Context: an optimization exercise on an open-source flow, tuned for small area, a short achievable clock period and few clock cycles. The choices shown serve that exercise and are no tape-out recipe. Only simulation tests tie the RTL to the original design; equivalence was not proved.

$ cat design.v
module rasterizer #(
    parameter COORD_W = 12,       
    parameter ATTR_W = 24,        
    parameter NUM_ATTR = 2,       
    parameter SUBPIX_BITS = 4     
) (
    input logic clk,
    input logic rst_n,
    input logic prim_valid,
    output logic prim_ready,
    input logic [COORD_W-1:0] v0_x, v0_y,   
    input logic [COORD_W-1:0] v1_x, v1_y,   
    input logic [COORD_W-1:0] v2_x, v2_y,   
    input logic [COORD_W-1:0] v0_z, v0_w,   
    input logic [COORD_W-1:0] v1_z, v1_w,
    input logic [COORD_W-1:0] v2_z, v2_w,
    input logic [NUM_ATTR*ATTR_W-1:0] v0_attr,
    input logic [NUM_ATTR*ATTR_W-1:0] v1_attr,
    input logic [NUM_ATTR*ATTR_W-1:0] v2_attr,
    output logic frag_valid,
    input logic frag_ready,
    output logic [COORD_W-1:0] frag_x, frag_y,
    output logic [COORD_W-1:0] frag_z,
    output logic [NUM_ATTR*ATTR_W-1:0] frag_attr,
    input logic [COORD_W-1:0] vp_x, vp_y, vp_w, vp_h,
    input logic [COORD_W-1:0] sc_x, sc_y, sc_w, sc_h,
    output logic [31:0] perf_prims_in,
    output logic [31:0] perf_frags_out,
    output logic [31:0] perf_pixels_covered
);
    function automatic [2:0] bdec(input [2:0] b);
        case (b)
            3'b001, 3'b010: bdec = 3'b001;
            3'b011:         bdec = 3'b010;
            3'b100:         bdec = 3'b110;
            3'b101, 3'b110: bdec = 3'b101;
            default:        bdec = 3'b000;
        endcase
    endfunction
    function automatic [25:0] bt26(input [2:0] d, input [25:0] m);
        logic [25:0] mag;
        mag = d[1] ? {m[24:0], 1'b0} : (d[0] ? m : 26'd0);
        bt26 = d[2] ? ~mag : mag;
    endfunction
    function automatic [23:0] bt24(input [2:0] d, input [23:0] m);
        logic [23:0] mag;
        mag = d[1] ? {m[22:0], 1'b0} : (d[0] ? m : 24'd0);
        bt24 = d[2] ? ~mag : mag;
    endfunction
    function automatic [2:0] nd13(input [12:0] v);
        logic [2:0] n;
        n = 3'd7;
        for (int k = 6; k >= 1; k--) begin
            if ((v[12:0] >> (2*k-1)) == 13'd0 || (v[12:0] >> (2*k-1)) == (13'h1fff >> (2*k-1)))
                n = 3'(k);
        end
        nd13 = n;
    endfunction
    function automatic [3:0] nd26(input [25:0] v);
        logic [3:0] n;
        n = 4'd13;
        for (int k = 12; k >= 1; k--) begin
            if ((v >> (2*k-1)) == 26'd0 || (v >> (2*k-1)) == (26'h3ffffff >> (2*k-1)))
                n = 4'(k);
        end
        nd26 = n;
    endfunction
    function automatic [2:0] max3(input [2:0] a, input [2:0] b, input [2:0] c);
        logic [2:0] m;
        m = (a > b) ? a : b;
        max3 = (m > c) ? m : c;
    endfunction
    logic l_full;
    logic [2:0][11:0] lx, ly, lz, lw;
    logic [2:0][1:0][23:0] lA;
    logic s1_last;
    assign prim_ready = ~l_full | s1_last;
    always_ff @(posedge clk) begin
        if (prim_ready) begin
            lx <= {v2_x, v1_x, v0_x};
            ly <= {v2_y, v1_y, v0_y};
            lz <= {v2_z, v1_z, v0_z};
            lw <= {v2_w, v1_w, v0_w};
            lA <= {v2_attr, v1_attr, v0_attr};
        end
    end
    always_ff @(posedge clk or negedge rst_n) begin
        if (!rst_n) begin
            l_full <= 1'b0;
            perf_prims_in <= '0;
        end else if (prim_ready) begin
            l_full <= prim_valid;
            if (prim_valid) perf_prims_in <= perf_prims_in + 32'd1;
        end
    end
    logic g_full;
    logic [2:0] s1_cnt;
    wire s1_go = l_full & ~g_full;
    assign s1_last = s1_go & (s1_cnt == 3'd6);
    wire s1_first = (s1_cnt == 3'd0);
    wire [2:0] s1_j = 3'd6 - s1_cnt;
    logic [2:0][12:0] la, lb;
    always_comb begin
        la[0] = {1'b0, ly[1]} - {1'b0, ly[2]};
        la[1] = {1'b0, ly[2]} - {1'b0, ly[0]};
        la[2] = {1'b0, ly[0]} - {1'b0, ly[1]};
        lb[0] = {1'b0, lx[2]} - {1'b0, lx[1]};
        lb[1] = {1'b0, lx[0]} - {1'b0, lx[2]};
        lb[2] = {1'b0, lx[1]} - {1'b0, lx[0]};
    end
    logic [2:0][23:0] gz;           
    logic [2:0][1:0][25:0] ga;      
    logic [25:0] gS;                
    logic [2:0][14:0] s1_wx;
    logic [2:0][2:0] s1_d;
    logic [14:0] s1_b2x, s1_b1x;
    logic [2:0] s1_d2, s1_d1, s1_d1n;
    always_comb begin
        for (int k = 0; k < 3; k++) begin
            s1_wx[k] = {2'b00, lw[k], 1'b0};
            s1_d[k] = bdec(s1_wx[k][2*s1_j +: 3]);
        end
        s1_b2x = {lb[2][12], lb[2], 1'b0};
        s1_b1x = {lb[1][12], lb[1], 1'b0};
        s1_d2 = bdec(s1_b2x[2*s1_j +: 3]);
        s1_d1 = bdec(s1_b1x[2*s1_j +: 3]);
        s1_d1n = {~s1_d1[2] & (s1_d1[1] | s1_d1[0]), s1_d1[1], s1_d1[0]};
    end
    always_ff @(posedge clk) begin
        if (s1_go) begin
            for (int k = 0; k < 3; k++) begin
                gz[k] <= (s1_first ? 24'd0 : {gz[k][21:0], 2'b00}) +
                         bt24(s1_d[k], {12'd0, lz[k]}) + {23'd0, s1_d[k][2]};
                for (int i = 0; i < 2; i++)
                    ga[k][i] <= (s1_first ? 26'd0 : {ga[k][i][23:0], 2'b00}) +
                                bt26(s1_d[k], {2'b00, lA[k][i]}) + {25'd0, s1_d[k][2]};
            end
            gS <= (s1_first ? 26'd0 : {gS[23:0], 2'b00}) +
                  bt26(s1_d2, {{13{la[1][12]}}, la[1]}) + {25'd0, s1_d2[2]} +
                  bt26(s1_d1n, {{13{la[2][12]}}, la[2]}) + {25'd0, s1_d1n[2]};
        end
    end
    always_ff @(posedge clk or negedge rst_n) begin
        if (!rst_n) s1_cnt <= 3'd0;
        else if (s1_go) s1_cnt <= s1_last ? 3'd0 : s1_cnt + 3'd1;
    end
    logic [2:0][12:0] g_a, g_b;
    logic [2:0][11:0] g_w;
    logic [2:0][1:0][1:0] g_a3;
    logic [1:0] g_t;
    logic [11:0] g_xt, g_yt, g_minx, g_maxx, g_miny, g_maxy;
    logic g_extok, g_empty;
    logic [1:0] c_t;
    logic [11:0] c_xt, c_yt, c_mnx, c_mxx, c_mny, c_mxy;
    logic [11:0] c_minx, c_maxx, c_miny, c_maxy, c_sxe, c_sye, c_dx, c_dy;
    logic [23:0] k0, k1, k2;
    always_comb begin
        k0 = {ly[0], lx[0]};
        k1 = {ly[1], lx[1]};
        k2 = {ly[2], lx[2]};
        if (k0 <= k1) c_t = (k0 <= k2) ? 2'd0 : 2'd2;
        else          c_t = (k1 <= k2) ? 2'd1 : 2'd2;
        c_xt = lx[c_t];
        c_yt = ly[c_t];
        c_mnx = (lx[0] < lx[1]) ? ((lx[0] < lx[2]) ? lx[0] : lx[2]) : ((lx[1] < lx[2]) ? lx[1] : lx[2]);
        c_mny = (ly[0] < ly[1]) ? ((ly[0] < ly[2]) ? ly[0] : ly[2]) : ((ly[1] < ly[2]) ? ly[1] : ly[2]);
        c_mxx = (lx[0] > lx[1]) ? ((lx[0] > lx[2]) ? lx[0] : lx[2]) : ((lx[1] > lx[2]) ? lx[1] : lx[2]);
        c_mxy = (ly[0] > ly[1]) ? ((ly[0] > ly[2]) ? ly[0] : ly[2]) : ((ly[1] > ly[2]) ? ly[1] : ly[2]);
        c_sxe = sc_x + sc_w;
        c_sye = sc_y + sc_h;
        c_minx = (c_mnx < sc_x) ? sc_x : c_mnx;
        c_miny = (c_mny < sc_y) ? sc_y : c_mny;
        c_maxx = (c_mxx > c_sxe) ? c_sxe : c_mxx;
        c_maxy = (c_mxy > c_sye) ? c_sye : c_mxy;
        c_dx = c_mxx - c_mnx;
        c_dy = c_mxy - c_mny;
    end
    always_ff @(posedge clk) begin
        if (s1_go && s1_first) begin
            g_a <= la;
            g_b <= lb;
            g_w <= lw;
            for (int k = 0; k < 3; k++)
                for (int i = 0; i < 2; i++)
                    g_a3[k][i] <= lA[k][i][1:0];
            g_t <= c_t;
            g_xt <= c_xt;
            g_yt <= c_yt;
            g_minx <= c_minx;
            g_maxx <= c_maxx;
            g_miny <= c_miny;
            g_maxy <= c_maxy;
            g_extok <= ~c_dx[11] & ~c_dy[11];
            g_empty <= (c_minx > c_maxx) | (c_miny > c_maxy);
        end
    end
    localparam [1:0] BK_FREE = 2'd0, BK_FULL = 2'd1, BK_TUSE = 2'd2, BK_TDONE = 2'd3;
    localparam [1:0] M_SKIP = 2'd0, M_FAST = 2'd1, M_SLOW = 2'd2;
    logic [1:0][1:0] bk_st;
    logic wsel, start_full;
    logic [4:0] s2_cnt;
    wire s2_go = g_full & (bk_st[wsel] == BK_FREE) & ~start_full;
    logic [1:0][2:0][12:0] bk_ex, bk_ey;
    logic [1:0][2:0][25:0] bk_Bx, bk_By;
    logic [1:0][23:0] bk_Zx, bk_Zy;
    logic [1:0][1:0][25:0] bk_Lx, bk_Ly;
    logic [1:0][23:0] bk_S;
    logic [1:0][11:0] bk_minx, bk_maxx, bk_maxy;
    logic [1:0][2:0][1:0][1:0] bk_a3;
    logic [1:0][1:0] bk_mode;
    logic [25:0] st_B;
    logic [23:0] st_Z;
    logic [1:0][25:0] st_L;
    logic [1:0] st_t;
    logic [11:0] st_xt, st_yt, st_miny, st_tgt;
    logic [2:0][25:0] xy_B;
    logic [23:0] xy_Z;
    logic [1:0][25:0] xy_L;
    wire s2_neg = gS[25];
    wire s2_zero = (gS == 26'd0);
    wire s2_skip = g_empty | (g_extok & s2_neg);
    wire s2_fast = ~g_empty & g_extok & ~s2_neg & ~s2_zero;
    wire [2:0] s2_nx = max3(nd13(g_a[0]), nd13(g_a[1]), nd13(g_a[2]));
    wire [2:0] s2_ny = max3(nd13(g_b[0]), nd13(g_b[1]), nd13(g_b[2]));
    wire [3:0] s2_nxy = {1'b0, s2_nx} + {1'b0, s2_ny};
    wire [3:0] s2_ns = nd26(gS);
    wire [3:0] s2_tot = s2_skip ? 4'd1 : ((s2_nxy > s2_ns) ? s2_nxy : s2_ns);
    wire s2_last = s2_go & (s2_cnt == {1'b0, s2_tot - 4'd1});
    wire s2_phx = (s2_cnt < {2'b00, s2_nx});
    wire s2_xend = (s2_cnt == {2'b00, s2_nx - 3'd1});
    wire s2_yend = (s2_cnt == {1'b0, s2_nxy - 4'd1});
    logic [2:0][25:0] xyn_B;
    logic [23:0] xyn_Z;
    logic [1:0][25:0] xyn_L;
    logic [3:0] xy_j;
    logic xy_first;
    logic [2:0][2:0] xy_d;
    logic [2:0][14:0] xy_mx;
    always_comb begin
        xy_j = s2_phx ? ({1'b0, s2_nx} - 4'd1 - s2_cnt[3:0]) : (s2_nxy - 4'd1 - s2_cnt[3:0]);
        xy_first = (s2_cnt == 5'd0) | (s2_cnt == {2'b00, s2_nx});
        for (int k = 0; k < 3; k++) begin
            xy_mx[k] = s2_phx ? {g_a[k][12], g_a[k], 1'b0} : {g_b[k][12], g_b[k], 1'b0};
            xy_d[k] = bdec(xy_mx[k][2*xy_j[2:0] +: 3]);
            xyn_B[k] = (xy_first ? 26'd0 : {xy_B[k][23:0], 2'b00}) +
                       bt26(xy_d[k], {14'd0, g_w[k]}) + {25'd0, xy_d[k][2]};
        end
        xyn_Z = (xy_first ? 24'd0 : {xy_Z[21:0], 2'b00}) +
                bt24(xy_d[0], gz[0]) + bt24(xy_d[1], gz[1]) + bt24(xy_d[2], gz[2]) +
                {23'd0, xy_d[0][2]} + {23'd0, xy_d[1][2]} + {23'd0, xy_d[2][2]};
        for (int i = 0; i < 2; i++)
            xyn_L[i] = (xy_first ? 26'd0 : {xy_L[i][23:0], 2'b00}) +
                       bt26(xy_d[0], ga[0][i]) + bt26(xy_d[1], ga[1][i]) + bt26(xy_d[2], ga[2][i]) +
                       {25'd0, xy_d[0][2]} + {25'd0, xy_d[1][2]} + {25'd0, xy_d[2][2]};
    end
    logic [25:0] stn_B;
    logic [23:0] stn_Z;
    logic [1:0][25:0] stn_L;
    wire s2_sact = (s2_cnt < {1'b0, s2_ns});
    logic [3:0] st_j;
    logic [26:0] st_sx;
    logic [2:0] st_d;
    logic st_first;
    always_comb begin
        st_j = s2_ns - 4'd1 - s2_cnt[3:0];
        st_sx = {gS, 1'b0};
        st_d = bdec(st_sx[2*st_j +: 3]);
        st_first = (s2_cnt == 5'd0);
        stn_B = (st_first ? 26'd0 : {st_B[23:0], 2'b00}) + bt26(st_d, {14'd0, g_w[g_t]}) + {25'd0, st_d[2]};
        stn_Z = (st_first ? 24'd0 : {st_Z[21:0], 2'b00}) + bt24(st_d, gz[g_t]) + {23'd0, st_d[2]};
        for (int i = 0; i < 2; i++)
            stn_L[i] = (st_first ? 26'd0 : {st_L[i][23:0], 2'b00}) + bt26(st_d, ga[g_t][i]) + {25'd0, st_d[2]};
    end
    always_ff @(posedge clk) begin
        if (s2_go) begin
            xy_B <= xyn_B;
            xy_Z <= xyn_Z;
            xy_L <= xyn_L;
            if (s2_xend) begin
                bk_Bx[wsel] <= xyn_B;
                bk_Zx[wsel] <= xyn_Z;
                bk_Lx[wsel] <= xyn_L;
            end
            if (s2_yend) begin
                bk_By[wsel] <= xyn_B;
                bk_Zy[wsel] <= xyn_Z;
                bk_Ly[wsel] <= xyn_L;
            end
            if (s2_sact) begin
                st_B <= stn_B;
                st_Z <= stn_Z;
                st_L <= stn_L;
            end
            if (s2_last) begin
                bk_ex[wsel] <= g_a;
                bk_ey[wsel] <= g_b;
                bk_S[wsel] <= gS[23:0];
                bk_minx[wsel] <= g_minx;
                bk_maxx[wsel] <= g_maxx;
                bk_maxy[wsel] <= g_maxy;
                bk_a3[wsel] <= g_a3;
                bk_mode[wsel] <= s2_skip ? M_SKIP : (s2_fast ? M_FAST : M_SLOW);
                st_t <= g_t;
                st_xt <= g_xt;
                st_yt <= g_yt;
                st_miny <= g_miny;
                st_tgt <= ~s2_fast ? g_minx :
                          (g_xt < g_minx) ? g_minx : ((g_xt > g_maxx) ? g_maxx : g_xt);
            end
        end
    end
    logic t_act, t_rows, tsel;
    logic [1:0] t_dir;                  
    logic [11:0] t_x, t_y, t_miny, t_tgt;
    logic [2:0][23:0] t_e;
    logic [2:0][25:0] t_B;
    logic [23:0] t_Z;
    logic [1:0][25:0] t_L;
    logic e_act, e_tag;
    logic e_free;
    wire e_adv;
    wire [2:0][12:0] tp_ex = bk_ex[tsel];
    wire [2:0][12:0] tp_ey = bk_ey[tsel];
    wire [11:0] tp_minx = bk_minx[tsel];
    wire [11:0] tp_maxx = bk_maxx[tsel];
    wire [11:0] tp_maxy = bk_maxy[tsel];
    wire tp_slow = (bk_mode[tsel] == M_SLOW);
    logic [2:0][23:0] t_exs, t_eys;
    always_comb begin
        for (int k = 0; k < 3; k++) begin
            t_exs[k] = {{11{tp_ex[k][12]}}, tp_ex[k]};
            t_eys[k] = {{11{tp_ey[k][12]}}, tp_ey[k]};
        end
    end
    logic t_cov0, t_covL, t_needR, t_needL, t_needX;
    logic [2:0][23:0] el;
    always_comb begin
        t_cov0 = ~(t_e[0][23] | t_e[1][23] | t_e[2][23]);
        for (int k = 0; k < 3; k++) el[k] = t_e[k] - t_exs[k];
        t_covL = (t_x != tp_minx) & ~(el[0][23] | el[1][23] | el[2][23]);
        t_needR = 1'b0; t_needL = 1'b0; t_needX = 1'b0;
        for (int k = 0; k < 3; k++) begin
            if (t_e[k][23]) begin
                if (tp_ex[k][12]) t_needL = 1'b1;
                else if (tp_ex[k] != 13'd0) t_needR = 1'b1;
                else t_needX = 1'b1;
            end
        end
    end
    wire t_at_tgt = (t_y == t_miny) & (t_x == t_tgt);
    wire t_in_rows = t_rows | t_at_tgt;
    wire t_last_row = (t_y == tp_maxy);
    wire t_found = t_in_rows & (tp_slow | (t_cov0 & ~t_covL));
    wire t_offer = t_act & t_found;
    wire t_take = t_offer & e_adv & e_free;
    wire t_empty = t_needX | (t_needR & t_needL) |
                   (t_needR & ((t_x == tp_maxx) | (t_dir == 2'd2))) |
                   (t_needL & ((t_x == tp_minx) | (t_dir == 2'd1)));
    localparam [2:0] OP_HOLD = 3'd0, OP_DX = 3'd1, OP_NDX = 3'd2, OP_DY = 3'd3;
    logic [2:0] t_op;
    logic [1:0] t_dir_n;
    logic t_fin;
    always_comb begin
        t_op = OP_HOLD;
        t_dir_n = t_dir;
        t_fin = 1'b0;
        if (t_act) begin
            if (!t_in_rows) begin
                if (t_y != t_miny) t_op = OP_DY;
                else if (t_x < t_tgt) t_op = OP_DX;
                else t_op = OP_NDX;
            end else if (t_found) begin
                if (t_take) begin
                    if (t_last_row) t_fin = 1'b1;
                    else begin t_op = OP_DY; t_dir_n = 2'd0; end
                end
            end else if (t_cov0) begin
                t_op = OP_NDX; t_dir_n = 2'd2;
            end else if (t_empty) begin
                if (t_last_row) t_fin = 1'b1;
                else begin t_op = OP_DY; t_dir_n = 2'd0; end
            end else if (t_needR) begin
                t_op = OP_DX; t_dir_n = 2'd1;
            end else begin
                t_op = OP_NDX; t_dir_n = 2'd2;
            end
        end
    end
    wire t_ldsel = t_act ? ~tsel : tsel;
    wire t_ld = (~t_act | t_fin) & start_full & (bk_st[t_ldsel] == BK_FULL);
    wire t_ld_skip = (bk_mode[t_ldsel] == M_SKIP);
    logic [2:0][23:0] t_en;
    logic [2:0][25:0] t_Bn;
    logic [23:0] t_Zn;
    logic [1:0][25:0] t_Ln;
    wire t_inv = (t_op == OP_NDX);
    wire t_useY = (t_op == OP_DY);
    logic [2:0][23:0] t_de;
    logic [2:0][25:0] t_db;
    logic [23:0] t_dz;
    logic [1:0][25:0] t_dl;
    always_comb begin
        for (int k = 0; k < 3; k++) begin
            t_de[k] = t_useY ? t_eys[k] : t_exs[k];
            t_db[k] = t_useY ? bk_By[tsel][k] : bk_Bx[tsel][k];
            t_en[k] = t_e[k] + (t_inv ? ~t_de[k] : t_de[k]) + {23'd0, t_inv};
            t_Bn[k] = t_B[k] + (t_inv ? ~t_db[k] : t_db[k]) + {25'd0, t_inv};
        end
        t_dz = t_useY ? bk_Zy[tsel] : bk_Zx[tsel];
        t_Zn = t_Z + (t_inv ? ~t_dz : t_dz) + {23'd0, t_inv};
        for (int i = 0; i < 2; i++) begin
            t_dl[i] = t_useY ? bk_Ly[tsel][i] : bk_Lx[tsel][i];
            t_Ln[i] = t_L[i] + (t_inv ? ~t_dl[i] : t_dl[i]) + {25'd0, t_inv};
        end
    end
    always_ff @(posedge clk) begin
        if (t_ld && !t_ld_skip) begin
            t_x <= st_xt;
            t_y <= st_yt;
            t_miny <= st_miny;
            t_tgt <= st_tgt;
            for (int k = 0; k < 3; k++) begin
                t_e[k] <= (st_t == 2'(k)) ? bk_S[t_ldsel] : 24'd0;
                t_B[k] <= (st_t == 2'(k)) ? st_B : 26'd0;
            end
            t_Z <= st_Z;
            t_L <= st_L;
        end else if (t_op != OP_HOLD) begin
            t_e <= t_en;
            t_B <= t_Bn;
            t_Z <= t_Zn;
            t_L <= t_Ln;
            if (t_op == OP_DX) t_x <= t_x + 12'd1;
            if (t_op == OP_NDX) t_x <= t_x - 12'd1;
            if (t_op == OP_DY) t_y <= t_y + 12'd1;
        end
    end
    always_ff @(posedge clk or negedge rst_n) begin
        if (!rst_n) begin
            t_act <= 1'b0;
            t_rows <= 1'b0;
            t_dir <= 2'd0;
            tsel <= 1'b0;
        end else begin
            if (t_ld) begin
                t_act <= ~t_ld_skip;
                t_rows <= 1'b0;
                t_dir <= 2'd0;
                tsel <= t_ld_skip ? ~t_ldsel : t_ldsel;
            end else if (t_fin) begin
                t_act <= 1'b0;
                tsel <= ~tsel;
            end else begin
                if (t_in_rows) t_rows <= 1'b1;
                t_dir <= t_dir_n;
            end
        end
    end
    always_ff @(posedge clk or negedge rst_n) begin
        if (!rst_n) begin
            g_full <= 1'b0;
            s2_cnt <= 5'd0;
            wsel <= 1'b0;
            start_full <= 1'b0;
            bk_st <= '0;
        end else begin
            if (s1_last) g_full <= 1'b1;
            else if (s2_last) g_full <= 1'b0;
            if (s2_go) s2_cnt <= s2_last ? 5'd0 : s2_cnt + 5'd1;
            if (s2_last) wsel <= ~wsel;
            if (s2_last) start_full <= 1'b1;
            else if (t_ld) start_full <= 1'b0;
            for (int b = 0; b < 2; b++) begin
                if (s2_last && wsel == 1'(b)) bk_st[b] <= BK_FULL;
                else if (t_ld && t_ldsel == 1'(b)) bk_st[b] <= t_ld_skip ? BK_FREE : BK_TUSE;
                else if (t_fin && tsel == 1'(b)) bk_st[b] <= BK_TDONE;
                else if (bk_st[b] == BK_TDONE && !(e_act && e_tag == 1'(b))) bk_st[b] <= BK_FREE;
            end
        end
    end
    logic [11:0] e_x, e_y;
    logic [2:0][23:0] e_e;
    logic [2:0][25:0] e_B;
    logic [23:0] e_Z;
    logic [1:0][25:0] e_L;
    logic skid_v;
    assign e_adv = ~skid_v;
    wire [11:0] ep_maxx = bk_maxx[e_tag];
    wire ep_slow = (bk_mode[e_tag] == M_SLOW);
    logic [2:0][23:0] e_en;
    logic [2:0][25:0] e_Bn;
    logic [23:0] e_Zn;
    logic [1:0][25:0] e_Ln;
    logic e_cov, e_covN, e_cont, e_emit;
    logic [1:0][9:0] e_attr;
    logic [1:0][1:0] e_corr;
    always_comb begin
        for (int k = 0; k < 3; k++) begin
            e_en[k] = e_e[k] + {{11{bk_ex[e_tag][k][12]}}, bk_ex[e_tag][k]};
            e_Bn[k] = e_B[k] + bk_Bx[e_tag][k];
        end
        e_Zn = e_Z + bk_Zx[e_tag];
        for (int i = 0; i < 2; i++) e_Ln[i] = e_L[i] + bk_Lx[e_tag][i];
        e_cov = ~(e_e[0][23] | e_e[1][23] | e_e[2][23]);
        e_covN = ~(e_en[0][23] | e_en[1][23] | e_en[2][23]);
        e_cont = e_act & (e_x != ep_maxx) & (ep_slow | e_covN);
        e_emit = e_act & e_cov;
        e_free = ~e_cont;
        for (int i = 0; i < 2; i++) begin
            e_corr[i] = 2'(bk_a3[e_tag][0][i] * e_B[0][25:24]) +
                        2'(bk_a3[e_tag][1][i] * e_B[1][25:24]) +
                        2'(bk_a3[e_tag][2][i] * e_B[2][25:24]);
            e_attr[i] = {e_L[i][25:24] - e_corr[i], e_L[i][23:16]};
        end
    end
    always_ff @(posedge clk) begin
        if (e_adv) begin
            if (e_cont) begin
                e_x <= e_x + 12'd1;
                e_e <= e_en;
                e_B <= e_Bn;
                e_Z <= e_Zn;
                e_L <= e_Ln;
            end else if (t_offer) begin
                e_x <= t_x;
                e_y <= t_y;
                e_e <= t_e;
                e_B <= t_B;
                e_Z <= t_Z;
                e_L <= t_L;
            end
        end
    end
    always_ff @(posedge clk or negedge rst_n) begin
        if (!rst_n) begin
            e_act <= 1'b0;
            e_tag <= 1'b0;
            perf_pixels_covered <= '0;
        end else if (e_adv) begin
            if (!e_cont) begin
                e_act <= t_offer;
                if (t_offer) e_tag <= tsel;
            end
            if (e_emit) perf_pixels_covered <= perf_pixels_covered + 32'd1;
        end
    end
    localparam int P1 = 12;
    localparam int P2 = 6;
    logic d0_v, d1_v, d2_v;
    logic [11:0] d0_x, d0_y, d1_x, d1_y, d2_x, d2_y;
    logic [1:0][9:0] d0_a, d1_a, d2_a;
    logic [23:0] d0_R, d0_S, d1_R, d1_S, d2_R, d2_S;
    logic [11:0] d2_q;
    wire [23:0] rr [0:24];
    wire [23:0] qq;
    genvar gi;
    generate
        for (gi = 23; gi >= 0; gi--) begin : divrow
            localparam int W = 24 - gi;
            wire [23:0] rin = (gi == 23) ? d0_R : ((gi == P1 - 1) ? d1_R : ((gi == P2 - 1) ? d2_R : rr[gi + 1]));
            wire [23:0] sv = (gi >= P1) ? d0_S : ((gi >= P2) ? d1_S : d2_S);
            wire [W:0] df = {1'b0, rin[23:gi]} - {1'b0, sv[W-1:0]};
            wire big;
            wire q;
            if (gi == 0) begin : nb
                assign big = 1'b0;
            end else begin : hb
                assign big = |sv[23:W];
            end
            assign q = ~big & ~df[W];
            if (gi == 0) begin : r0
                assign rr[gi] = q ? df[W-1:0] : rin;
            end else begin : rn
                assign rr[gi] = q ? {df[W-1:0], rin[gi-1:0]} : rin;
            end
            assign qq[gi] = q;
        end
    endgenerate
    always_ff @(posedge clk) begin
        if (e_adv) begin
            d0_x <= e_x;
            d0_y <= e_y;
            d0_a <= e_attr;
            d0_R <= e_Z;
            d0_S <= bk_S[e_tag];
            d1_x <= d0_x;
            d1_y <= d0_y;
            d1_a <= d0_a;
            d1_R <= rr[P1];
            d1_S <= d0_S;
            d2_x <= d1_x;
            d2_y <= d1_y;
            d2_a <= d1_a;
            d2_R <= rr[P2];
            d2_S <= d1_S;
            d2_q <= qq[11:0];
        end
    end
    always_ff @(posedge clk or negedge rst_n) begin
        if (!rst_n) begin
            d0_v <= 1'b0;
            d1_v <= 1'b0;
            d2_v <= 1'b0;
        end else if (e_adv) begin
            d0_v <= e_emit;
            d1_v <= d0_v;
            d2_v <= d1_v;
        end
    end
    wire [11:0] dq = {d2_q[11:P2], qq[P2-1:0]};
    wire [11:0] dz = (d2_S == 24'd0) ? 12'd0 : dq;
    logic [11:0] sk_x, sk_y, sk_z;
    logic [1:0][9:0] sk_a;
    logic [1:0][9:0] o_a;
    wire push = d2_v & e_adv;
    wire out_rdy = ~frag_valid | frag_ready;
    always_ff @(posedge clk) begin
        if (out_rdy) begin
            if (skid_v) begin
                frag_x <= sk_x; frag_y <= sk_y; frag_z <= sk_z; o_a <= sk_a;
            end else begin
                frag_x <= d2_x; frag_y <= d2_y; frag_z <= dz; o_a <= d2_a;
            end
        end else if (push) begin
            sk_x <= d2_x; sk_y <= d2_y; sk_z <= dz; sk_a <= d2_a;
        end
    end
    always_ff @(posedge clk or negedge rst_n) begin
        if (!rst_n) begin
            frag_valid <= 1'b0;
            skid_v <= 1'b0;
            perf_frags_out <= '0;
        end else begin
            if (out_rdy) begin
                frag_valid <= skid_v | push;
                skid_v <= 1'b0;
            end else if (push) begin
                skid_v <= 1'b1;
            end
            if (frag_valid && frag_ready) perf_frags_out <= perf_frags_out + 32'd1;
        end
    end
    assign frag_attr = {14'd0, o_a[1], 14'd0, o_a[0]};
endmodule
$ cat constraint.sdc
create_clock -name core_clock -period 55.0 [get_ports {clk}]
set_input_delay 11.0000 -clock core_clock [delete_from_list [all_inputs] [get_ports {clk}]]
set_output_delay 11.0000 -clock core_clock [all_outputs]
set_load 0.01 [all_outputs]
$ cat config.mk
export PLATFORM = sky130hd
export DESIGN_NAME = rasterizer
export DESIGN_NICKNAME = rasterizer
export VERILOG_FILES = /design/flow/design.v
export SDC_FILE = /design/flow/constraint.sdc
export NUM_CORES = 8
export LEC_CHECK = 0
export CAP_MARGIN = 20
export CORE_MARGIN = 2
export CORE_UTILIZATION = 45
export PLACE_DENSITY = 0.6
export SLEW_MARGIN = 20
$ cat run.sh
#!/bin/bash
# synth_recipe.tcl (not shown) runs the flow's synth.tcl, then flattens the netlist and writes it again
# the make line also repeats each setting of config.mk as NAME=value (left out here)
make -C /OpenROAD-flow-scripts/flow DESIGN_CONFIG=/design/flow/config.mk WORK_HOME=/design/flow/orfs CLKGATE_MAP_FILE= SYNTH_SCRIPT=/design/flow/synth_recipe.tcl finish
==> results of run 1 <==
area by class of cell:
cell class,instances,area (um^2)
well taps,5976,7480
multi-input cells,14000,107000
diodes,10,25.0
flip-flops and latches,3000,89500
inverters,1250,4720
fillers,40200,224000
clock inverters,229,2740
clock buffers,415,9270
repair buffers,715,6760
critical path: cells and delay by family, from the launching register on:
family	cells	cell delay, ns
muxes	2	0.57
adders and majority gates	6	1.91
AOI/OAI and AO/OA	88	17.94
and+or+nand+nor	10	1.26
buffers and inverters	7	1.78
DFF	1	0.62
cells in the mapped netlist, types with 103 or more instances:
cell type	number
mux4_2	184
ha_1	1616
a221oi_1	159
edfxtp_1	2876
nand4_1	117
nor2b_1	158
a21oi_1	1192
a21boi_0	153
a21o_1	419
o21ai_0	1311
and2_1	616
nand2b_1	187
clkbuf_1	580
xnor2_1	1459
xor2_1	497
nand3_1	256
o21a_1	103
mux2_2	488
fa_1	224
dfrtp_1	124
nand2_1	1334
nor3_1	269
o22ai_1	154
and3_1	226
o21bai_1	249
nor2_1	1092
inv_1	1245
mux2i_1	480
o31ai_1	103
how the worst max path moves through the flow:
stage / from / to / slack [ns] / depth (start not counted)
5_1_grt: d2_S[1] / frag_z[0] / 27.81 / 114
6_report: d2_S[1] / frag_z[0] / 30.54 / 113
3_5_place_dp: d2_S[1] / frag_z[0] / 30.61 / 113
2_1_floorplan: s1_cnt[0] / prim_ready / 22.65 / 5
4_1_cts: d2_S[1] / frag_z[0] / 30.51 / 114
3_3_place_gp: d2_S[1] / frag_z[0] / 30.49 / 114
routing by layer:
metal  global-route usage (%)  routed length (um)
met5                        0                  27
met4                     6.70               16200
met3                     3.18               39500
met2                     37.9              253000
met1                     36.6              274000
cells in the final DEF (no fill, tap or decap), drive strengths merged, types with 485 or more instances in the layout:
cell / n
mux2i: 485
xor2: 499
clkdlybuf4s50: 492
ha: 1616
xnor2: 1460
mux2: 492
edfxtp: 2876
a21oi: 1195
and2: 616
o21ai: 1328
nand2: 1334
nor2: 1094
inv: 1264
logic make-up (layout without fill, tap and decap cells):
kind of cell	count (synthesis)	in the layout	share of synthesized area [%]
multiplexers	1161	1161	7.15
buffers and inverters	1986	2609	3.75
AO/OA/AOI/OAI	4513	4513	13.9
AND/OR/NAND/NOR	4523	4523	10.7
XOR/XNOR	1960	1960	8.45
flip-flops	3000	3000	43.9
other	1	38	0.00184
adder cells (fa/ha/maj)	1840	1840	12.1
per-stage QoR:
stage               cells
finish              25600
global route        25600
CTS                 25600
detailed placement  25000
global placement    25000
floorplan           19000
==> run summary, run 1 <==
- Synth Cell Area: between 200,000 and 250,000 um^2
- Post-route antenna net violation count: 0
- Detailed Place HPWL: around 430,000 um
- Cells after Synth: between 15,000 and 20,000
- Post-CTS Resized: 0
- Min cycle time layout: 24.46 ns
- Crit path DAT: 25.15 ns
- Skew final: between 0.07 and 0.08 ns
- Crit end category: flip-flop
- Initial DRC Count: between 10,000 and 15,000
- Fraction of layout cells with a size suffix above 1: just over 8%
- # hold bufs at CTS: 0
- Final Hold Fails: 0
- Worst r2r dst: frag_z[0]
- Worst Reg-to-Reg Cells: 113
- Pre-CTS WS: 30.61 ns
- DRC violations left: 0
- First-pass DRT Iterations: 8
- Die area: around 460,000 um^2
- Root Buffer: clkbuf_16
- Clock Pin Slew Worst Setup and Hold Paths: roughly 0.06 ns
- Layout area overhead: 11.8%
- Mapped Avg Cell Area: 10.7 um^2
- Drt via density: 5.73
- HP Start: d1_x[11]
- GPL Wtd Cong: around 0.92
- Worst Hold Path Cells: 0
- RSZ-0062 raised after global routing: no
- CP Launch Type: flip-flop
- Largest cells by area after synthesis: edfxtp_1, ha_1, xnor2_1
- Total track usage: approximately 25%
- Worst skew pair latency: 1.02 ns
- Vias in the first global route: about 140k
- Core Rows: 247
- Buffers on Ports: roughly 490
- Area after DPL: around 220,000 um^2
- Flop-to-flop setup slack: just over 30 ns
- CP required: roughly 56 ns
- CTS tree: done
- Core ar.: around 450,000 um^2
- CTS sink count: 3,000
- R2r startpoint: d2_S[1]
- Number of placed I/O pins: between 500 and 600
- Ratio of final minimum period to clock period: ~44%
- TritonCTS buffer count: approximately 360
- Die height: between 600 and 700 um
- Synth warn: 1
- Post-synth EDFFs: between 2,000 and 3,000
- Finished Core Util: around 50%
- Yosys top cell area share: around 42%
- Slew HR: a little over a fifth
- Largest net degree at the start of global routing: around 180
- Hold Path Sink: d2_x[11]
- Total gr overflow: 0
- Initial Util: 45.1%
- Post-synthesis register bit count: about 3,000
- Fin Hold WS: 0.415 ns
- # Max-Cap Violations: 0
- Ys flop type: edfxtp_1
- Vias: between 100k and 150k
- Final #Nets: 21,600
- Design area: about 230,000 um^2
- Final setup vio count: 0
- Slowest stage delay, CP: 0.65 ns
- Worst slew pin tran: 1.19 ns
- Max frequency: around 41 MHz
- Async SR Flop Fraction: around 4.1%
- Number of post-CTS setup repair buffers: 0
- CP max-delay cell: o41ai_1
- Die Width: a little under 700 um
- Clock Tree Buf Depth: 4
- Worst Hold Class: flip-flop to flip-flop
- Critical-path maximum fanout: 38
- Status: timing/DRC/antenna clean
- CP Class: flip-flop to flip-flop
- Post-Route WL: between 500,000 and 600,000 um
- Initial antenna violation count: 36
- Clock H-tree levels: 5
- Final worst slack: between 30 and 40 ns
- Max-slew violations: 0
- Post-DR wirelength/cell: about 23 um
- Yosys top cell by area: edfxtp_1
- First-pass GRT wire length: around 870,000 um
- Cell mode on critical path: o21ai_0
- Sum Neg Setup Slack: 0 ns
- Distinct cells, synth: 107
- Seq/Total Area, Yosys: between 40 and 50%
Testbench counts, summed over its fixed seeds: cycles 6,159.
==> run 2: changes to the inputs <==
--- a/design.v
+++ b/design.v
@@ -73,22 +73,28 @@
     logic l_full;
     logic [2:0][11:0] lx, ly, lz, lw;
     logic [2:0][1:0][23:0] lA;
+    logic [11:0] lsx, lsy, lsw, lsh;
     logic s1_last;
-    assign prim_ready = ~l_full | s1_last;
+    logic pr_q;
+    assign prim_ready = pr_q;
     always_ff @(posedge clk) begin
-        if (prim_ready) begin
+        if (pr_q) begin
             lx <= {v2_x, v1_x, v0_x};
             ly <= {v2_y, v1_y, v0_y};
             lz <= {v2_z, v1_z, v0_z};
             lw <= {v2_w, v1_w, v0_w};
             lA <= {v2_attr, v1_attr, v0_attr};
+            lsx <= sc_x;
+            lsy <= sc_y;
+            lsw <= sc_w;
+            lsh <= sc_h;
         end
     end
     always_ff @(posedge clk or negedge rst_n) begin
         if (!rst_n) begin
             l_full <= 1'b0;
             perf_prims_in <= '0;
-        end else if (prim_ready) begin
+        end else if (pr_q) begin
             l_full <= prim_valid;
             if (prim_valid) perf_prims_in <= perf_prims_in + 32'd1;
         end
@@ -126,6 +132,9 @@
         s1_d1 = bdec(s1_b1x[2*s1_j +: 3]);
         s1_d1n = {~s1_d1[2] & (s1_d1[1] | s1_d1[0]), s1_d1[1], s1_d1[0]};
     end
+    wire [25:0] gS_n = (s1_first ? 26'd0 : {gS[23:0], 2'b00}) +
+                       bt26(s1_d2, {{13{la[1][12]}}, la[1]}) + {25'd0, s1_d2[2]} +
+                       bt26(s1_d1n, {{13{la[2][12]}}, la[2]}) + {25'd0, s1_d1n[2]};
     always_ff @(posedge clk) begin
         if (s1_go) begin
             for (int k = 0; k < 3; k++) begin
@@ -135,11 +144,13 @@
                     ga[k][i] <= (s1_first ? 26'd0 : {ga[k][i][23:0], 2'b00}) +
                                 bt26(s1_d[k], {2'b00, lA[k][i]}) + {25'd0, s1_d[k][2]};
             end
-            gS <= (s1_first ? 26'd0 : {gS[23:0], 2'b00}) +
-                  bt26(s1_d2, {{13{la[1][12]}}, la[1]}) + {25'd0, s1_d2[2]} +
-                  bt26(s1_d1n, {{13{la[2][12]}}, la[2]}) + {25'd0, s1_d1n[2]};
+            gS <= gS_n;
         end
     end
+    wire l_full_n = pr_q ? prim_valid : l_full;
+    wire g_full_n = s1_last | (g_full & ~s2_last);
+    wire [2:0] s1_cnt_n = s1_go ? (s1_last ? 3'd0 : s1_cnt + 3'd1) : s1_cnt;
+    wire pr_n = ~l_full_n | (~g_full_n & (s1_cnt_n == 3'd6));
     always_ff @(posedge clk or negedge rst_n) begin
         if (!rst_n) s1_cnt <= 3'd0;
         else if (s1_go) s1_cnt <= s1_last ? 3'd0 : s1_cnt + 3'd1;
@@ -150,6 +161,9 @@
     logic [1:0] g_t;
     logic [11:0] g_xt, g_yt, g_minx, g_maxx, g_miny, g_maxy;
     logic g_extok, g_empty;
+    logic [2:0] g_nx, g_ny;
+    logic [3:0] g_nxy, g_ns, g_tot;
+    logic g_skip, g_fast;
     logic [1:0] c_t;
     logic [11:0] c_xt, c_yt, c_mnx, c_mxx, c_mny, c_mxy;
     logic [11:0] c_minx, c_maxx, c_miny, c_maxy, c_sxe, c_sye, c_dx, c_dy;
@@ -166,10 +180,10 @@
         c_mny = (ly[0] < ly[1]) ? ((ly[0] < ly[2]) ? ly[0] : ly[2]) : ((ly[1] < ly[2]) ? ly[1] : ly[2]);
         c_mxx = (lx[0] > lx[1]) ? ((lx[0] > lx[2]) ? lx[0] : lx[2]) : ((lx[1] > lx[2]) ? lx[1] : lx[2]);
         c_mxy = (ly[0] > ly[1]) ? ((ly[0] > ly[2]) ? ly[0] : ly[2]) : ((ly[1] > ly[2]) ? ly[1] : ly[2]);
-        c_sxe = sc_x + sc_w;
-        c_sye = sc_y + sc_h;
-        c_minx = (c_mnx < sc_x) ? sc_x : c_mnx;
-        c_miny = (c_mny < sc_y) ? sc_y : c_mny;
+        c_sxe = lsx + lsw;
+        c_sye = lsy + lsh;
+        c_minx = (c_mnx < lsx) ? lsx : c_mnx;
+        c_miny = (c_mny < lsy) ? lsy : c_mny;
         c_maxx = (c_mxx > c_sxe) ? c_sxe : c_mxx;
         c_maxy = (c_mxy > c_sye) ? c_sye : c_mxy;
         c_dx = c_mxx - c_mnx;
@@ -192,18 +206,31 @@
             g_maxy <= c_maxy;
             g_extok <= ~c_dx[11] & ~c_dy[11];
             g_empty <= (c_minx > c_maxx) | (c_miny > c_maxy);
+            g_nx <= c_nx;
+            g_ny <= c_ny;
+            g_nxy <= {1'b0, c_nx} + {1'b0, c_ny};
+        end
+        if (s1_last) begin
+            g_ns <= c_ns;
+            g_tot <= c_skip ? 4'd1 : ((g_nxy > c_ns) ? g_nxy : c_ns);
+            g_skip <= c_skip;
+            g_fast <= ~g_empty & g_extok & ~gS_n[25] & (gS_n != 26'd0);
         end
     end
+    wire [2:0] c_nx = max3(nd13(la[0]), nd13(la[1]), nd13(la[2]));
+    wire [2:0] c_ny = max3(nd13(lb[0]), nd13(lb[1]), nd13(lb[2]));
+    wire [3:0] c_ns = nd26(gS_n);
+    wire c_skip = g_empty | (g_extok & gS_n[25]);
     localparam [1:0] BK_FREE = 2'd0, BK_FULL = 2'd1, BK_TUSE = 2'd2, BK_TDONE = 2'd3;
     localparam [1:0] M_SKIP = 2'd0, M_FAST = 2'd1, M_SLOW = 2'd2;
     logic [1:0][1:0] bk_st;
     logic wsel, start_full;
     logic [4:0] s2_cnt;
     wire s2_go = g_full & (bk_st[wsel] == BK_FREE) & ~start_full;
-    logic [1:0][2:0][12:0] bk_ex, bk_ey;
-    logic [1:0][2:0][25:0] bk_Bx, bk_By;
-    logic [1:0][23:0] bk_Zx, bk_Zy;
-    logic [1:0][1:0][25:0] bk_Lx, bk_Ly;
+    logic [1:0][2:0][12:0] bk_ex;
+    logic [1:0][2:0][25:0] bk_Bx;
+    logic [1:0][23:0] bk_Zx;
+    logic [1:0][1:0][25:0] bk_Lx;
     logic [1:0][23:0] bk_S;
     logic [1:0][11:0] bk_minx, bk_maxx, bk_maxy;
     logic [1:0][2:0][1:0][1:0] bk_a3;
@@ -213,22 +240,20 @@
     logic [1:0][25:0] st_L;
     logic [1:0] st_t;
     logic [11:0] st_xt, st_yt, st_miny, st_tgt;
+    logic [2:0][12:0] st_ey;
     logic [2:0][25:0] xy_B;
     logic [23:0] xy_Z;
     logic [1:0][25:0] xy_L;
-    wire s2_neg = gS[25];
-    wire s2_zero = (gS == 26'd0);
-    wire s2_skip = g_empty | (g_extok & s2_neg);
-    wire s2_fast = ~g_empty & g_extok & ~s2_neg & ~s2_zero;
-    wire [2:0] s2_nx = max3(nd13(g_a[0]), nd13(g_a[1]), nd13(g_a[2]));
-    wire [2:0] s2_ny = max3(nd13(g_b[0]), nd13(g_b[1]), nd13(g_b[2]));
-    wire [3:0] s2_nxy = {1'b0, s2_nx} + {1'b0, s2_ny};
-    wire [3:0] s2_ns = nd26(gS);
-    wire [3:0] s2_tot = s2_skip ? 4'd1 : ((s2_nxy > s2_ns) ? s2_nxy : s2_ns);
+    wire s2_skip = g_skip;
+    wire s2_fast = g_fast;
+    wire [2:0] s2_nx = g_nx;
+    wire [2:0] s2_ny = g_ny;
+    wire [3:0] s2_nxy = g_nxy;
+    wire [3:0] s2_ns = g_ns;
+    wire [3:0] s2_tot = g_tot;
     wire s2_last = s2_go & (s2_cnt == {1'b0, s2_tot - 4'd1});
     wire s2_phx = (s2_cnt < {2'b00, s2_nx});
     wire s2_xend = (s2_cnt == {2'b00, s2_nx - 3'd1});
-    wire s2_yend = (s2_cnt == {1'b0, s2_nxy - 4'd1});
     logic [2:0][25:0] xyn_B;
     logic [23:0] xyn_Z;
     logic [1:0][25:0] xyn_L;
@@ -273,19 +298,16 @@
     end
     always_ff @(posedge clk) begin
         if (s2_go) begin
-            xy_B <= xyn_B;
-            xy_Z <= xyn_Z;
-            xy_L <= xyn_L;
+            if (s2_cnt < {1'b0, s2_nxy}) begin
+                xy_B <= xyn_B;
+                xy_Z <= xyn_Z;
+                xy_L <= xyn_L;
+            end
             if (s2_xend) begin
                 bk_Bx[wsel] <= xyn_B;
                 bk_Zx[wsel] <= xyn_Z;
                 bk_Lx[wsel] <= xyn_L;
             end
-            if (s2_yend) begin
-                bk_By[wsel] <= xyn_B;
-                bk_Zy[wsel] <= xyn_Z;
-                bk_Ly[wsel] <= xyn_L;
-            end
             if (s2_sact) begin
                 st_B <= stn_B;
                 st_Z <= stn_Z;
@@ -293,7 +315,7 @@
             end
             if (s2_last) begin
                 bk_ex[wsel] <= g_a;
-                bk_ey[wsel] <= g_b;
+                st_ey <= g_b;
                 bk_S[wsel] <= gS[23:0];
                 bk_minx[wsel] <= g_minx;
                 bk_maxx[wsel] <= g_maxx;
@@ -320,7 +342,10 @@
     logic e_free;
     wire e_adv;
     wire [2:0][12:0] tp_ex = bk_ex[tsel];
-    wire [2:0][12:0] tp_ey = bk_ey[tsel];
+    logic [2:0][12:0] tp_ey;
+    logic [2:0][25:0] t_By;
+    logic [23:0] t_Zy;
+    logic [1:0][25:0] t_Ly;
     wire [11:0] tp_minx = bk_minx[tsel];
     wire [11:0] tp_maxx = bk_maxx[tsel];
     wire [11:0] tp_maxy = bk_maxy[tsel];
@@ -402,14 +427,14 @@
     always_comb begin
         for (int k = 0; k < 3; k++) begin
             t_de[k] = t_useY ? t_eys[k] : t_exs[k];
-            t_db[k] = t_useY ? bk_By[tsel][k] : bk_Bx[tsel][k];
+            t_db[k] = t_useY ? t_By[k] : bk_Bx[tsel][k];
             t_en[k] = t_e[k] + (t_inv ? ~t_de[k] : t_de[k]) + {23'd0, t_inv};
             t_Bn[k] = t_B[k] + (t_inv ? ~t_db[k] : t_db[k]) + {25'd0, t_inv};
         end
-        t_dz = t_useY ? bk_Zy[tsel] : bk_Zx[tsel];
+        t_dz = t_useY ? t_Zy : bk_Zx[tsel];
         t_Zn = t_Z + (t_inv ? ~t_dz : t_dz) + {23'd0, t_inv};
         for (int i = 0; i < 2; i++) begin
-            t_dl[i] = t_useY ? bk_Ly[tsel][i] : bk_Lx[tsel][i];
+            t_dl[i] = t_useY ? t_Ly[i] : bk_Lx[tsel][i];
             t_Ln[i] = t_L[i] + (t_inv ? ~t_dl[i] : t_dl[i]) + {25'd0, t_inv};
         end
     end
@@ -425,6 +450,10 @@
             end
             t_Z <= st_Z;
             t_L <= st_L;
+            tp_ey <= st_ey;
+            t_By <= xy_B;
+            t_Zy <= xy_Z;
+            t_Ly <= xy_L;
         end else if (t_op != OP_HOLD) begin
             t_e <= t_en;
             t_B <= t_Bn;
@@ -459,6 +488,7 @@
     always_ff @(posedge clk or negedge rst_n) begin
         if (!rst_n) begin
             g_full <= 1'b0;
+            pr_q <= 1'b1;
             s2_cnt <= 5'd0;
             wsel <= 1'b0;
             start_full <= 1'b0;
@@ -466,6 +496,7 @@
         end else begin
             if (s1_last) g_full <= 1'b1;
             else if (s2_last) g_full <= 1'b0;
+            pr_q <= pr_n;
             if (s2_go) s2_cnt <= s2_last ? 5'd0 : s2_cnt + 5'd1;
             if (s2_last) wsel <= ~wsel;
             if (s2_last) start_full <= 1'b1;
@@ -544,21 +575,46 @@
             if (e_emit) perf_pixels_covered <= perf_pixels_covered + 32'd1;
         end
     end
-    localparam int P1 = 12;
-    localparam int P2 = 6;
-    logic d0_v, d1_v, d2_v;
-    logic [11:0] d0_x, d0_y, d1_x, d1_y, d2_x, d2_y;
-    logic [1:0][9:0] d0_a, d1_a, d2_a;
-    logic [23:0] d0_R, d0_S, d1_R, d1_S, d2_R, d2_S;
-    logic [11:0] d2_q;
+    localparam int NST = 6;
+    localparam int B1 = 17, B2 = 13, B3 = 10, B4 = 7, B5 = 4, B6 = 2;
+    logic [NST:1] dv;
+    logic [NST:1][11:0] dx, dy, dq;
+    logic [NST:1][1:0][9:0] da;
+    logic [NST:1][23:0] dR, dS;
     wire [23:0] rr [0:24];
     wire [23:0] qq;
+    wire [NST:0][23:0] stS;
+    assign stS[0] = bk_S[e_tag];
+    genvar gk;
+    generate
+        for (gk = 1; gk <= NST; gk++) begin : sts
+            assign stS[gk] = dS[gk];
+        end
+    endgenerate
+    function automatic int stage_of(input int r);
+        if (r >= B1) stage_of = 0;
+        else if (r >= B2) stage_of = 1;
+        else if (r >= B3) stage_of = 2;
+        else if (r >= B4) stage_of = 3;
+        else if (r >= B5) stage_of = 4;
+        else if (r >= B6) stage_of = 5;
+        else stage_of = 6;
+    endfunction
     genvar gi;
     generate
         for (gi = 23; gi >= 0; gi--) begin : divrow
             localparam int W = 24 - gi;
-            wire [23:0] rin = (gi == 23) ? d0_R : ((gi == P1 - 1) ? d1_R : ((gi == P2 - 1) ? d2_R : rr[gi + 1]));
-            wire [23:0] sv = (gi >= P1) ? d0_S : ((gi >= P2) ? d1_S : d2_S);
+            localparam int ST = stage_of(gi);
+            localparam bit FIRST = (gi == 23) || (stage_of(gi + 1) != ST);
+            wire [23:0] rin;
+            if (gi == 23) begin : ri0
+                assign rin = e_Z;
+            end else if (FIRST) begin : rir
+                assign rin = dR[ST];
+            end else begin : rip
+                assign rin = rr[gi + 1];
+            end
+            wire [23:0] sv = stS[ST];
             wire [W:0] df = {1'b0, rin[23:gi]} - {1'b0, sv[W-1:0]};
             wire big;
             wire q;
@@ -576,53 +632,57 @@
             assign qq[gi] = q;
         end
     endgenerate
+    localparam logic [11:0] QM0 = 12'h000;
+    localparam logic [11:0] QM1 = 12'h000;
+    localparam logic [11:0] QM2 = 12'hc00;    
+    localparam logic [11:0] QM3 = 12'h380;    
+    localparam logic [11:0] QM4 = 12'h070;    
+    localparam logic [11:0] QM5 = 12'h00c;    
+    localparam logic [11:0] QM6 = 12'h003;    
     always_ff @(posedge clk) begin
         if (e_adv) begin
-            d0_x <= e_x;
-            d0_y <= e_y;
-            d0_a <= e_attr;
-            d0_R <= e_Z;
-            d0_S <= bk_S[e_tag];
-            d1_x <= d0_x;
-            d1_y <= d0_y;
-            d1_a <= d0_a;
-            d1_R <= rr[P1];
-            d1_S <= d0_S;
-            d2_x <= d1_x;
-            d2_y <= d1_y;
-            d2_a <= d1_a;
-            d2_R <= rr[P2];
-            d2_S <= d1_S;
-            d2_q <= qq[11:0];
+            dx[1] <= e_x;
+            dy[1] <= e_y;
+            da[1] <= e_attr;
+            dR[1] <= rr[B1];
+            dS[1] <= bk_S[e_tag];
+            dq[1] <= 12'd0;
+            dx[2] <= dx[1]; dy[2] <= dy[1]; da[2] <= da[1]; dS[2] <= dS[1];
+            dR[2] <= rr[B2]; dq[2] <= dq[1];
+            dx[3] <= dx[2]; dy[3] <= dy[2]; da[3] <= da[2]; dS[3] <= dS[2];
+            dR[3] <= rr[B3]; dq[3] <= dq[2] | (qq[11:0] & QM2);
+            dx[4] <= dx[3]; dy[4] <= dy[3]; da[4] <= da[3]; dS[4] <= dS[3];
+            dR[4] <= rr[B4]; dq[4] <= dq[3] | (qq[11:0] & QM3);
+            dx[5] <= dx[4]; dy[5] <= dy[4]; da[5] <= da[4]; dS[5] <= dS[4];
+            dR[5] <= rr[B5]; dq[5] <= dq[4] | (qq[11:0] & QM4);
+            dx[6] <= dx[5]; dy[6] <= dy[5]; da[6] <= da[5]; dS[6] <= dS[5];
+            dR[6] <= rr[B6]; dq[6] <= dq[5] | (qq[11:0] & QM5);
         end
     end
     always_ff @(posedge clk or negedge rst_n) begin
-        if (!rst_n) begin
-            d0_v <= 1'b0;
-            d1_v <= 1'b0;
-            d2_v <= 1'b0;
-        end else if (e_adv) begin
-            d0_v <= e_emit;
-            d1_v <= d0_v;
-            d2_v <= d1_v;
-        end
+        if (!rst_n) dv <= '0;
+        else if (e_adv) dv <= {dv[NST-1:1], e_emit};
     end
-    wire [11:0] dq = {d2_q[11:P2], qq[P2-1:0]};
-    wire [11:0] dz = (d2_S == 24'd0) ? 12'd0 : dq;
+    wire [11:0] dqf = dq[NST] | (qq[11:0] & QM6);
+    wire [11:0] dz = (dS[NST] == 24'd0) ? 12'd0 : dqf;
+    wire d_last_v = dv[NST];
+    wire [11:0] d_last_x = dx[NST];
+    wire [11:0] d_last_y = dy[NST];
+    wire [1:0][9:0] d_last_a = da[NST];
     logic [11:0] sk_x, sk_y, sk_z;
     logic [1:0][9:0] sk_a;
     logic [1:0][9:0] o_a;
-    wire push = d2_v & e_adv;
+    wire push = d_last_v & e_adv;
     wire out_rdy = ~frag_valid | frag_ready;
     always_ff @(posedge clk) begin
         if (out_rdy) begin
             if (skid_v) begin
                 frag_x <= sk_x; frag_y <= sk_y; frag_z <= sk_z; o_a <= sk_a;
             end else begin
-                frag_x <= d2_x; frag_y <= d2_y; frag_z <= dz; o_a <= d2_a;
+                frag_x <= d_last_x; frag_y <= d_last_y; frag_z <= dz; o_a <= d_last_a;
             end
         end else if (push) begin
-            sk_x <= d2_x; sk_y <= d2_y; sk_z <= dz; sk_a <= d2_a;
+            sk_x <= d_last_x; sk_y <= d_last_y; sk_z <= dz; sk_a <= d_last_a;
         end
     end
     always_ff @(posedge clk or negedge rst_n) begin
==> run summary, run 2 <==
- Max-slew violations: 0 (unchanged)
- Detailed Place HPWL: 444,000 um (+2.7%)
- Largest net degree at the start of global routing: 147 (-18%)
- Sum Neg Setup Slack: 0 ns (unchanged)
- Worst Hold Class: flip-flop to flip-flop
- Buffers on Ports: 493 (unchanged)
- Die height: 684 um (+1.1%)
- First-pass DRT Iterations: 6 (-2)
- Mapped Avg Cell Area: 10.9 um^2 (+1.7%)
- Root Buffer: clkbuf_16
- Initial antenna violation count: 33 (-8.3%)
- Layout Check Fails: antenna rules
- Critical path cell sequence: clkdlybuf4s50_1
- DRC violations left: 0 (unchanged)
- Synth warn: 1 (unchanged)
- Critical-path maximum fanout: 38 (unchanged)
- # Max-Cap Violations: 0 (unchanged)
- Ratio of final minimum period to clock period: 24.8% (-20 points)
- Final Hold Fails: 0 (unchanged)
- Die Width: 684 um (+1.1%)
- Final setup vio count: 0 (unchanged)
- Slowest stage delay, CP: 0.92 ns (+0.27 ns)
- Status: failed layout checks
- Post-route antenna net violation count: 1 (+1)
- Worst skew pair latency: 1.02 ns (about the same)
- Synth Cell Area: 208,000 um^2 (+2.1%)
- Leading cell type in the layout, fill and taps excluded: edfxtp_1
- Buf/Inv on CP: 1 (-6)
- Post-DR wirelength/cell: 23.0 um (+1.1%)
- Final worst slack: 41.38 ns (+10.83 ns)
- Layout area overhead: 11.8% (about the same)
- CTS tree: done
- Min cycle time layout: 13.62 ns (-10.83 ns)
- Number of post-CTS setup repair buffers: 0 (unchanged)
- Ys flop type: edfxtp_1
- Vias in the first global route: 142,000 (+0.26%)
- GPL Wtd Cong: 0.911 (-1.3%)
- Pre-CTS WS: 41.23 ns (+10.63 ns)
- Count leader, synth: edfxtp_1
- CP Launch Type: flip-flop
- Largest cells by area after synthesis: edfxtp_1, ha_1, xnor2_1
- Multi-input gate area: 105,000 um^2 (-1.9%)
- Clock H-tree levels: 5 (unchanged)
- Total track usage: 24.7% (+0.027 points)
- Post-synthesis register bit count: 3,222 (+7.4%)
- CP max-delay cell: dfstp_4
- Distinct cells, synth: 121 (+13%)
- RSZ-0062 raised after global routing: no
- Clock Pin Slew Worst Setup and Hold Paths: 0.06 ns (about the same)
- CTS sink count: 3,222 (+7.4%)
- Post-Route WL: 597,000 um (+2.5%)
- Worst slew pin tran: 1.28 ns (+0.0954 ns)
- Die area: 467,000 um^2 (+2.1%)
- Filler Cell Count: 40,900 (+1.8%)
- CP Class: flip-flop to primary output
- Top cells by count, synth: edfxtp_1, ha_1, xnor2_1, a21oi_1, nor2_1
- Crit end category: primary output
- Drt via density: 5.75 (+0.28%)
- Total gr overflow: 0 (unchanged)
- Initial DRC Count: 14,500 (+10%)
- Seq/Total Area, Yosys: 46.2% (+2.3 points)
- Skew final: 0.0679 ns (-0.00911 ns)
- TritonCTS buffer count: 370 (+4.2%)
- Leading cell types in the layout, fill and taps excluded: edfxtp_1, ha_1, xnor2_1, a21oi_1, nor2_1
- # hold bufs at CTS: 0 (unchanged)
- Clock Tree Buf Depth: 4 (unchanged)
- Max frequency: 73.4 MHz (+80%)
- Cells after Synth: 19,100 (+0.47%)
- Post-CTS Resized: 0 (unchanged)
- Number of placed I/O pins: 570 (unchanged)
- CP required: 44.00 ns (-11.70 ns)
- Initial Util: 45.2% (+0.097 points)
- Crit path max-delay family: flip-flops
- First-pass GRT wire length: 890,000 um (+1.8%)
- Core Rows: 249 (+0.81%)
- Yosys top cell by area: edfxtp_1
- Yosys top cell area share: 44.7% (+2.3 points)
- Vias: 149,000 (+1.6%)
- Final #Nets: 21,700 (+0.67%)
- Fraction of layout cells with a size suffix above 1: 7.90% (-0.42 points)
- Core ar.: 460,000 um^2 (+1.9%)
- Slew HR: 14.0% (-6.8 points)
- Post-synth EDFFs: 3,094 (+7.6%)
- Crit path DAT: 2.62 ns (-22.53 ns)
- Register Area: 96,100 um^2 (+7.4%)
- Async SR Flop Fraction: 3.97% (-0.16 points)
run 2: cell count changes after synthesis, moves of 103 or more:
| cell | delta |
|---|---|
| edfxtp_1 | +218 |
| xnor2_1 | -127 |
| nor2_1 | +166 |
| mux4_2 | -156 |
| a21o_1 | -103 |
| a21oi_1 | +134 |
| a221o_1 | +107 |
| o21ai_0 | -306 |
| nand2_1 | -202 |
run 2: cell type report:
type | instances | share of cell area, %
inverters | 1196 | 1.94
flip-flops and latches | 3222 | 41.4
multi-input cells | 14000 | 45.2
clock inverters | 224 | 0.946
well taps | 6149 | 3.31
repair buffers | 725 | 2.94
diodes | 11 | 0.0118
clock buffers | 458 | 4.25
run 2: final timing paths:
check,from,endpoint,slack [ns],cells after the start
hold reg to reg,xy_Z[22],t_Zy[22],0.41,0
min in group asynchronous,rst_n,t_dir[0],10.15,1
max in group asynchronous,rst_n,skid_v,43.36,2
setup reg to reg,dS[73],dR[106],41.45,56
hold / removal,xy_Z[22],t_Zy[22],0.41,0
setup / recovery,pr_q,prim_ready,41.38,1
run 2: cells by family after synthesis:
| family | after synthesis | synth area share, % |
|---|---|---|
| DFF | 3222 | 46.2 |
| adders and majority gates | 1838 | 11.9 |
| muxes | 1071 | 5.65 |
| xor gates and xnor gates | 1789 | 7.55 |
| buffers and inverters | 1901 | 3.54 |
| other | 1 | 0.00180 |
| AOI/OAI and AO/OA | 4512 | 14.0 |
| and+or+nand+nor | 4740 | 11.2 |
run 2: worst register-to-register path: cells and delay by family (launching register included):
kind	cells	cell delay, ns
buffers and inverters	6	1.32
multiplexers	3	1.19
adder cells (fa/ha/maj)	3	0.96
AND/OR/NAND/NOR	2	0.22
AO/OA/AOI/OAI	42	9.19
flip-flops	1	0.46
run 2: through the flow:
| step | instances | cell area, um^2 | util (%) | hold WS (ns) |
|---|---|---|---|---|
| global placement | 25300 | 220000 | 47.9 | 0.401 |
| detailed placement | 25300 | 220000 | 47.9 | 0.405 |
| CTS | 26000 | 232000 | 50.5 | 0.407 |
| global route | 26000 | 232000 | 50.5 | 0.414 |
| finish | 26000 | 232000 | 50.5 | 0.410 |
| floorplan | 19100 | 208000 | - | 0.400 |
run 2: routing by layer:
layer	global-route usage, %	part of all wire [%]
met4	5.59	2.2
met2	36.4	42
met3	4.65	8.8
met5	0	0.013
met1	37.4	47
Testbench counts of run 2, summed over its fixed seeds: cycles 6,183.

## re-timing with driven ports
No port has a modelled driver above. Below, the same layouts with a new extraction and two added sets of constraints.
Step 1 (the two cells are an assumption about what drives the block):
set clk [get_ports {clk}]
set_driving_cell -lib_cell sky130_fd_sc_hd__clkbuf_16 $clk
set_driving_cell -lib_cell sky130_fd_sc_hd__buf_2 [delete_from_list [all_inputs] $clk]
Step 2 moves the port delays by t, midway between the first and last clock arrival at a register: inputs arrive t later, outputs are due t later. That takes back most of the time a late clock gives input paths.
Three values: ideal ports, drivers, drivers and shift; two values: the first two.
run	t, ns	setup WS [ns]	worst hold slack (ns)	worst setup path at the end
run 1	1.107	30.545 / 30.545 / 30.545	0.415 / 0.415 / 0.415	register to register
run 2	1.092	41.379 / 41.266 / 41.245	0.410 / 0.410 / 0.410	input to register
For run 2, which loses most, drivers alone change the setup slack by -0.113 ns; drivers and shift together by -0.134 ns.
